From an optimization exercise on the open Yosys and OpenROAD flow, aimed at small area, a short achievable clock period and few clock cycles; shortcuts taken in it are not production practice. Function was checked by simulation only, so behaviour that the tests miss may differ from the original.

**run.sh**
```bash
#!/bin/bash
# synth_recipe.tcl (not shown) runs the flow's synth.tcl, then flattens the netlist and writes it again
# the make line also repeats each setting of config.mk as NAME=value (left out here)
make -C /OpenROAD-flow-scripts/flow DESIGN_CONFIG=/design/flow/config.mk WORK_HOME=/design/flow/orfs CLKGATE_MAP_FILE= SYNTH_SCRIPT=/design/flow/synth_recipe.tcl finish
```
**config.mk**
```make
export PLATFORM = sky130hd
export DESIGN_NAME = CONV
export DESIGN_NICKNAME = CONV
export VERILOG_FILES = /design/flow/design.v
export SDC_FILE = /design/flow/constraint.sdc
export NUM_CORES = 4
export LEC_CHECK = 0
export CAP_MARGIN = 20
export CORE_MARGIN = 2
export CORE_UTILIZATION = 40
export SLEW_MARGIN = 20
```
**constraint.sdc**
```tcl
create_clock -name core_clock -period 9.0 [get_ports {clk}]
set_input_delay 1.8000 -clock core_clock [delete_from_list [all_inputs] [get_ports {clk}]]
set_output_delay 1.8000 -clock core_clock [all_outputs]
set_load 0.01 [all_outputs]
```
**design.v**
```verilog
`timescale 1ns/10ps
module  CONV(
	input		clk,
	input		reset,
	output	reg	busy,	
	input		ready,	
	output reg [11:0] iaddr,
	input	[19:0]	idata,	
	output reg cwr,
	output reg [11:0] 	caddr_wr,
	output reg [19:0] 	cdata_wr,
	output reg crd,
	output reg [11:0] 	caddr_rd,
	input	 [19:0]	cdata_rd,
	output reg [2:0] 	csel
	);
  parameter RST   = 4'd0,
            READY = 4'd1,
            CONV_R0= 4'd2,
            CONV0  = 4'd3,
            CONV_W0  = 4'd4,
            MAX_R = 4'd5,
            MAX   = 4'd6,
            MAX_W   = 4'd7,
            WAIT = 4'd8,
            FC_R = 4'd9,
            FC = 4'd10,
            FC_W = 4'd11,
            DONE  = 4'd12;
  reg [3:0] state, n_state;
  reg [3:0] counter;
  reg signed [6:0] row, col;
  reg signed [19:0] ifmap;
  reg signed [19:0] weight;
  reg signed [39:0] answer_temp;
  reg signed [19:0] answer;
  reg conv0_done;
  reg conv1_done;
  reg max0_done;
  reg max1_done;
  reg signed [19:0] max_value;
  reg toggle;
  always@(posedge clk or posedge reset)begin
    if(reset)begin
      state <= RST;
    end else begin
      state <= n_state;
    end
  end
  always@(posedge clk or posedge reset)begin
    if(reset)begin
      counter <= 4'd0;
    end else if(state!=n_state || counter==4'd10)begin
      counter <= 4'd0;
    end else begin
      counter <= counter + 4'd1;
    end
  end
  always@(posedge clk or posedge reset)begin
    if(reset)begin
      row <= -7'd1;
      col <= 7'd63;
    end else if(state==CONV_R0)begin
      if(row==7'd63 && col==7'd63)begin
        row <= 7'd0;
        col <= 7'd0;
      end else if(col==7'd63)begin
        row <= row + 7'd1;
        col <= 7'd0;
      end else begin
        row <= row;
        col <= col + 7'd1;
      end
    end else if(state==WAIT)begin
      row <= 7'd0;
      col <= -7'd2;
    end else if(state==MAX_R)begin
      if(row==7'd62 && col==7'd62)begin
        row <= 7'd0;
        col <= 7'd0;
      end else if(col==7'd62)begin
        row <= row + 7'd2;
        col <= 7'd0;
      end else begin
        row <= row;
        col <= col + 7'd2;
      end
    end
  end
  always@(posedge clk)begin
    case(counter)
      4'd0:iaddr <= {row[5:0]-6'd1, col[5:0]-6'd1};
      4'd1:iaddr <= {row[5:0]-6'd1, col[5:0]     };
      4'd2:iaddr <= {row[5:0]-6'd1, col[5:0]+6'd1};
      4'd3:iaddr <= {row[5:0]     , col[5:0]-6'd1};
      4'd4:iaddr <= {row[5:0]     , col[5:0]     };
      4'd5:iaddr <= {row[5:0]     , col[5:0]+6'd1};
      4'd6:iaddr <= {row[5:0]+6'd1, col[5:0]-6'd1};
      4'd7:iaddr <= {row[5:0]+6'd1, col[5:0]     };
      4'd8:iaddr <= {row[5:0]+6'd1, col[5:0]+6'd1};
      default:iaddr <= 12'd0;
    endcase
  end
  always@(posedge clk)begin
    if(state==WAIT || state==FC_R)begin
      caddr_rd <= 12'd0;
    end else if(state==FC_W && ~toggle)begin
      caddr_rd <= caddr_rd + 12'd1;
    end else if(n_state>=FC)begin
      caddr_rd <= caddr_rd;
    end else begin
      case(counter)
        4'd0:caddr_rd <= {row[5:0]     , col[5:0]     };
        4'd1:caddr_rd <= {row[5:0]     , col[5:0]+6'd1};
        4'd2:caddr_rd <= {row[5:0]+6'd1, col[5:0]     };
        4'd3:caddr_rd <= {row[5:0]+6'd1, col[5:0]+6'd1};
        default:caddr_rd <= 12'd0;
      endcase
    end
  end
  always@(posedge clk)begin
    crd <= 1'b1;
  end
  always@(posedge clk)begin
    case(counter)
      4'd1:ifmap <= (row==7'd0  || col==7'd0 )?20'd0:idata;
      4'd2:ifmap <= (row==7'd0               )?20'd0:idata;
      4'd3:ifmap <= (row==7'd0  || col==7'd63)?20'd0:idata;
      4'd4:ifmap <= (              col==7'd0 )?20'd0:idata;
      4'd5:ifmap <=                                  idata;
      4'd6:ifmap <= (              col==7'd63)?20'd0:idata;
      4'd7:ifmap <= (row==7'd63 || col==7'd0 )?20'd0:idata;
      4'd8:ifmap <= (row==7'd63 || col==7'd0 )?20'd0:idata;
      4'd9:ifmap <= (row==7'd63 || col==7'd63)?20'd0:idata;
      default:ifmap <= idata;
    endcase
  end
  always@(posedge clk)begin
    if(counter==4'd1)begin
      max_value <= cdata_rd;
    end else begin
      max_value <= (cdata_rd>max_value)?cdata_rd:max_value;
    end
  end
  always@(*)begin
    answer <= (answer_temp[39] && answer_temp[15])?{answer_temp[39], answer_temp[34:16]}-20'd1:
              (~answer_temp[39] && answer_temp[15])?{answer_temp[39], answer_temp[34:16]}+20'd1:
              {answer_temp[39], answer_temp[34:16]};
  end
  always@(posedge clk)begin
    if(state==CONV_W0)begin
      cdata_wr <= (answer[19])?20'd0:answer;
    end else if(state==MAX_W)begin
      cdata_wr <= max_value;
    end else if(state==FC)begin
      cdata_wr <= cdata_rd;
    end
  end
  always@(posedge clk or posedge reset)begin
    if(reset)begin
      caddr_wr <= 12'b1111_1111_1111;
    end else if(state==CONV_W0)begin
      caddr_wr <= caddr_wr + 12'd1;
    end else if(state==MAX_W)begin
      if(caddr_wr==12'd1023)begin
        caddr_wr <= 12'd0;
      end else begin
        caddr_wr <= caddr_wr + 12'd1;
      end
    end else if(state==FC_R)begin
      caddr_wr <= 12'd0;
    end else if(state==FC_W)begin
      caddr_wr <= caddr_wr + 12'd1;
    end
  end
  always@(posedge clk)begin
    cwr <= (state==CONV_W0 || state==MAX_W || state==FC)?1'b1:1'b0;
  end
  always@(posedge clk)begin
    csel <= (~conv0_done)?3'b001:
            (~conv1_done)?3'b010:
            (n_state==MAX && ~max0_done)?3'b001:
            (n_state==MAX && max0_done)?3'b010:
            (~max0_done)?3'b011:
            (~max1_done)?3'b100:
            (n_state==FC && ~toggle)?3'b011:
            (n_state==FC &&  toggle)?3'b100:
            (n_state==FC_W)?3'b101:
            3'b000;
  end
  always@(posedge clk)begin
    if(~conv0_done)begin
      case(counter)
        4'd1:weight <= 20'h0A89E;
        4'd2:weight <= 20'h092D5;
        4'd3:weight <= 20'h06D43;
        4'd4:weight <= 20'h01004;
        4'd5:weight <= 20'hF8F71;
        4'd6:weight <= 20'hF6E54;
        4'd7:weight <= 20'hFA6D7;
        4'd8:weight <= 20'hFC834;
        4'd9:weight <= 20'hFAC19;
        default:weight <= 20'd0;
      endcase
    end else begin
      case(counter)
        4'd1:weight <= 20'hFDB55;
        4'd2:weight <= 20'h02992;
        4'd3:weight <= 20'hFC994;
        4'd4:weight <= 20'h050FD;
        4'd5:weight <= 20'h02F20;
        4'd6:weight <= 20'h0202D;
        4'd7:weight <= 20'h03BD7;
        4'd8:weight <= 20'hFD369;
        4'd9:weight <= 20'h05E68;
        default:weight <= 20'd0;
      endcase
    end
  end
  always@(posedge clk)begin
    if(counter==4'd0 && state==CONV0)begin
      answer_temp <= (~conv0_done)?$signed({20'h01310, 16'd0}):$signed({20'hF7295, 16'd0});
    end else begin
      answer_temp <= answer_temp + ifmap*weight;
    end
  end
  always@(posedge clk or posedge reset)begin
    if(reset)begin
      conv0_done <= 1'b0;
    end else if(n_state==CONV_R0 && row==7'd63 && col==7'd63)begin
      conv0_done <= 1'b1;
    end
  end
  always@(posedge clk or posedge reset)begin
    if(reset)begin
      conv1_done <= 1'b0;
    end else if(state==WAIT && row==7'd63 && col==7'd63)begin
      conv1_done <= 1'b1;
    end
  end
  always@(posedge clk or posedge reset)begin
    if(reset)begin
      max0_done <= 1'b0;
    end else if(state==MAX_R && row==7'd62 && col==7'd62)begin
      max0_done <= 1'b1;
    end
  end
  always@(posedge clk or posedge reset)begin
    if(reset)begin
      max1_done <= 1'b0;
    end else if(state==WAIT && row==7'd62 && col==7'd62)begin
      max1_done <= 1'b1;
    end
  end
  always@(posedge clk or posedge reset)begin
    if(reset)begin
      toggle <= 1'b0;
    end else if(state==FC_R)begin
      toggle <= 1'b1;
    end else if(state==FC_W)begin
      toggle <= ~toggle;
    end
  end
  always@(posedge clk or posedge reset)begin
    if(reset)begin
      busy <= 1'b0;
    end else if(n_state==CONV_R0)begin
      busy <= 1'b1;
    end else if(n_state==DONE)begin
      busy <= 1'b0;
    end else begin
      busy <= busy;
    end
  end
  always@(*)begin
    case(state)
      RST:begin
        n_state = (~reset)?READY:RST;
      end
      READY:begin
        n_state = (ready)?CONV_R0:READY;
      end
      CONV_R0:begin
        n_state = CONV0;
      end
      CONV0:begin
        n_state = (counter==4'd10)?CONV_W0:
                  CONV0;
      end
      CONV_W0:begin
        n_state = (row==7'd63 && col==7'd63 && conv0_done)?WAIT:
                  CONV_R0;
      end
      WAIT:begin
        n_state = (max0_done)?FC_R:
                  MAX_R;
      end
      MAX_R:begin
        n_state = MAX;
      end
      MAX:begin
        n_state = (counter==4'd4)?MAX_W:
                  MAX;
      end
      MAX_W:begin
        n_state = (row==7'd62 && col==7'd62 && max0_done)?WAIT:
                  MAX_R;
      end
      FC_R:begin
        n_state = FC;
      end
      FC:begin
        n_state = FC_W;
      end
      FC_W:begin
        n_state = (caddr_wr==12'd2047)?DONE:
                  FC;
      end
      DONE:begin
        n_state = DONE;
      end
      default:begin
        n_state = RST;
      end
    endcase
  end
endmodule
```
==> summary.md <==
| Metric | Value |
|---|---|
| Worst setup margin | `1.30 ns` |
| Main synth FF type | `dfxtp_1` |
| CTS hold repair buffers | `0` |
| DRC | `0` |
| GR Util met2 | `35.9%` |
| Clock period minus worst slack | `7.70 ns` |
| Root buffer cell | `clkbuf_16` |
| Max-cap violations | `0` |
| Detail Route Antenna Nets | `0` |
| Post-CTS Setup Bufs | `0` |
| Max-Slew Margin vs Limit | `30.0%` |
| Cell mode on critical path | `fa_1` |
| Avg WL per Cell | `16.9 µm` |
| GRT met1 Usage | `26.2%` |
| Commonest non-fill, non-tap cell in the layout | `inv_1` |
| I/O pins | `105` |
| Number of H-tree levels | `4` |
| Layout cells sized above 1 | `~4.1%` |
| # rows | `94` |
| Final-report max-slew violation count | `0` |
| Total clock sinks | `185` |
| Overall fraction of global-route tracks in use | `20.2%` |
| Endpoints failing hold | `0` |
| Delay-heaviest family, CP | `adder cells` |
| Initial Utilization | `between 40 and 50%` |
| Synth unique cells | `97` |
| CTS max path bufs | `2` |
| Post_cts resized | `0` |
| Core area | `between 60000 and 70000 µm²` |
| Synth-to-layout area growth | `8.97%` |
| Layer with the highest usage | `met2` |
| Final wirelength | `~66 mm` |
| Worst Path Buf+Inv | `3` |
| Cells along the critical path | `nand2_1 -> fa_1 -> fa_1 -> inv_1 -> fa_1 -> fa_1 -> fa_1 -> fa_1 -> inv_1 -> fa_1 -> inv_1 -> ha_1 -> nand2_1 -> o21ai_0 -> nor2_1 -> nand2_1 -> a21oi_1 -> nor2_1 -> a311o_1 -> mux2i_1 -> nor4_1` |
| CP peak stage delay | `1.03 ns` |
| Setup violators final | `0` |
| Clock-pin transition on the worst setup and hold timing paths | `0.08 ns` |
| Die area | `68400 µm²` |
| Initial antenna violation count | `2` |
| Worst hold path depth | `2` |
| RSZ-0062 raised after global routing | `no` |
| ANT cells | `0` |
| Global-route wire length before repair | `approximately 110 mm` |
| Required time of the critical path | `9.39 ns` |
| Reg-to-reg startpoint | `weight[2]` |
| Fillcell total | `6462` |
| Die height | `262 µm` |
| DR pass1 iterations | `5` |
| Worst hold margin | `between 0.4 and 0.5 ns` |
| GR Layer Usage met3 | `2.81%` |
| Post-Synthesis Cells | `2993` |
| YS warnings | `1` |
| Largest net degree at the start of global routing | `50` |
| Hold Path End | `caddr_rd[11]` |
| Dpl hpwl | `53.5 mm` |
| Crit path launch type | `flop` |
| R2R depth | `21` |
| Initial DRC Count | `1190` |
| Vias in the first global route | `20173` |
| Worst slew pin tran | `1.05 ns` |
| Via count | `19584` |
| Setup tns final | `0 ns` |
| Post-synthesis register bit count | `185` |
| Worst path arrival time | `8.09 ns` |
| Synth async-reset ratio | `between 20% and 30%` |
| CTS tree | `yes` |
| Num CTS Buffers | `17` |
| CP endpoint kind | `flop` |
| Max Clk Rate | `0.130 GHz` |
| Period utilisation layout | `85.6%` |
| Worst slack, placed | `1.39 ns` |
| Mean Syn Cell Area | `8.87 µm²` |
| R2R Path End | `answer_temp[39]` |
| Die X | `262 µm` |
| Synthesized area | `26500 µm²` |
| Nets | `3681` |
| Clock skew | `~0.024 ns` |
| CP max-delay cell | `fa_1` |
| Commonest cells after routing, fill and taps aside | `inv_1 (689), fa_1 (461), nand2_1 (318)` |
| Final Non-Filler Cells | `3883` |
| Worst Path Max Fanout | `20` |
| Post-DR vias/cell | `5.04` |
| Flop2flop setup slack | `1.30 ns` |
| Hold Path Origin | `caddr_rd[11]` |
| Post-synthesis sequential area ratio | `16.3%` |
| Gpl congestion | `0.875` |
| Port Buffers | `103` |
| Clk Latency, worst-skew pair | `0.50 ns` |
| Placed cells | `3851` |
| Hold/Removal Path Class | `reg -> reg` |
| Mapped Nets | `3668` |
| Critical path class | `reg -> reg` |
| Total global routing overflow | `0` |
| Post-synth EDFFs | `40` |
| Status | `finished clean` |
-- cell usage after synthesis, types with 4 or more instances --
library cell / n / area, µm²
a221oi_1: 7 / 61.3
dfstp_2: 25 / 657
nand3_1: 34 / 170
a31oi_1: 19 / 119
o32ai_1: 4 / 35.0
and2_1: 168 / 1050
o221ai_1: 5 / 43.8
a21o_1: 22 / 165
a211oi_1: 10 / 75.1
edfxtp_1: 40 / 1200
a21oi_1: 102 / 510
xnor2_1: 65 / 569
nor2_1: 131 / 492
ha_1: 171 / 2140
o22ai_1: 16 / 100
dfrtp_1: 15 / 375
buf_4: 6 / 45.0
nor2b_1: 41 / 257
dfxtp_1: 105 / 2100
xor2_1: 22 / 193
fa_1: 461 / 9230
nand2b_1: 23 / 144
nor4_1: 11 / 68.8
a22oi_1: 29 / 218
and3_1: 18 / 113
inv_1: 689 / 2590
o211ai_1: 8 / 60.1
nand2_1: 318 / 1190
o21ai_0: 110 / 551
nor3_1: 24 / 120
clkbuf_1: 109 / 409
nor3b_1: 6 / 45.0
o31ai_1: 15 / 113
o21bai_1: 9 / 67.6
nand4_1: 20 / 125
buf_1: 9 / 33.8
mux2i_1: 7 / 70.1
o21ai_1: 17 / 85.1
buf_2: 9 / 45.0
or3_1: 7 / 43.8
-- tightest hold or removal path, delay by kind of cell, from the launching register on --
family	cells	cell delay [ns]
compound gates	1	0.05
flops	1	0.33
simple gates	1	0.07
-- through the flow --
stage | cell area, µm² | utilization (%)
floorplan | 26500 | -
global placement | 28300 | 43.1
detailed placement | 28300 | 43.1
CTS | 28900 | 44.0
global route | 28900 | 44.0
finish | 28900 | 44.0
-- registers in the layout, summed over array words and instances, names as in the netlist, 4 cells and up --
| name | count |
|---|---|
| max_value | 20 |
| iaddr | 12 |
| ifmap | 20 |
| weight | 17 |
| state | 4 |
| caddr_wr | 12 |
| col | 7 |
| counter | 4 |
| cdata_wr | 20 |
| row | 7 |
| caddr_rd | 12 |
| answer_temp | 40 |
-- metal layers --
layer | vias to the layer above | wire, µm
met4 | 0 | 829
met5 | - | 0
met1 | 9860 | 28100
met2 | 408 | 33900
met3 | 52 | 2890
li1 | 9264 | -
-- area by class of cell --
class	count	area, µm²	area share, %
Clock buffer	17	425	1.47
Clock inverter	15	191	0.662
Inverter	693	2600	8.99
Multi-Input combinational cell	1982	19100	66.0
Sequential cell	185	4340	15.0
Tap cell	864	1080	3.74
Timing Repair Buffer	127	1210	4.19
-- worst max-delay path by stage --
stage / start / endpoint / slack [ns] / cells past startpoint
after detailed placement: weight[2] / answer_temp[39] / 1.39 / 21
after CTS: weight[2] / answer_temp[39] / 1.36 / 21
after global routing: weight[2] / answer_temp[39] / 0.77 / 21
after global placement: weight[2] / answer_temp[39] / 1.51 / 21
final: weight[2] / answer_temp[39] / 1.30 / 21
after floorplan: ifmap[19] / answer_temp[39] / 1.79 / 23
-- kinds of logic after synthesis --
| group | Yosys count | synth area share (%) |
|---|---|---|
| AOI/OAI and AO/OA | 422 | 10.2 |
| other | 1 | 0.0141 |
| adders and majority gates | 634 | 42.9 |
| muxes | 10 | 0.391 |
| xor gates and xnor gates | 87 | 2.87 |
| and+or+nand+nor | 828 | 15.5 |
| DFF | 185 | 16.3 |
| buffers and inverters | 826 | 11.8 |
Testbench counts, summed over its fixed seeds: cycles 749,598.

## re-timing with driven ports
The results above use ideal ports. As a check the final layout listed here was re-extracted and re-timed, cells and wires unchanged. Step 1: set_driving_cell puts a clkbuf_16 on clk and a buf_2 on each other input, an assumption about the parent block. Step 2 adds t to the input delays and takes it off the output delays; t is the mean of the earliest and latest rising clock arrival at the registers after step 1. Input paths then give back, and output paths get back, about the clock's delay inside the block. Slacks: no drivers / after step 1 / after step 2; pairs: no drivers / after step 1.
shift t [ns]: 0.543
setup WS [ns]: 1.295 / 1.295 / 1.295
worst slew at a driven data input, ns: 0.05
pins driven straight from the clock port: 1
After both steps this run still meets setup and hold. The setup slack of this run moves by 0.000 ns with the drivers and by 0.000 ns with both steps.
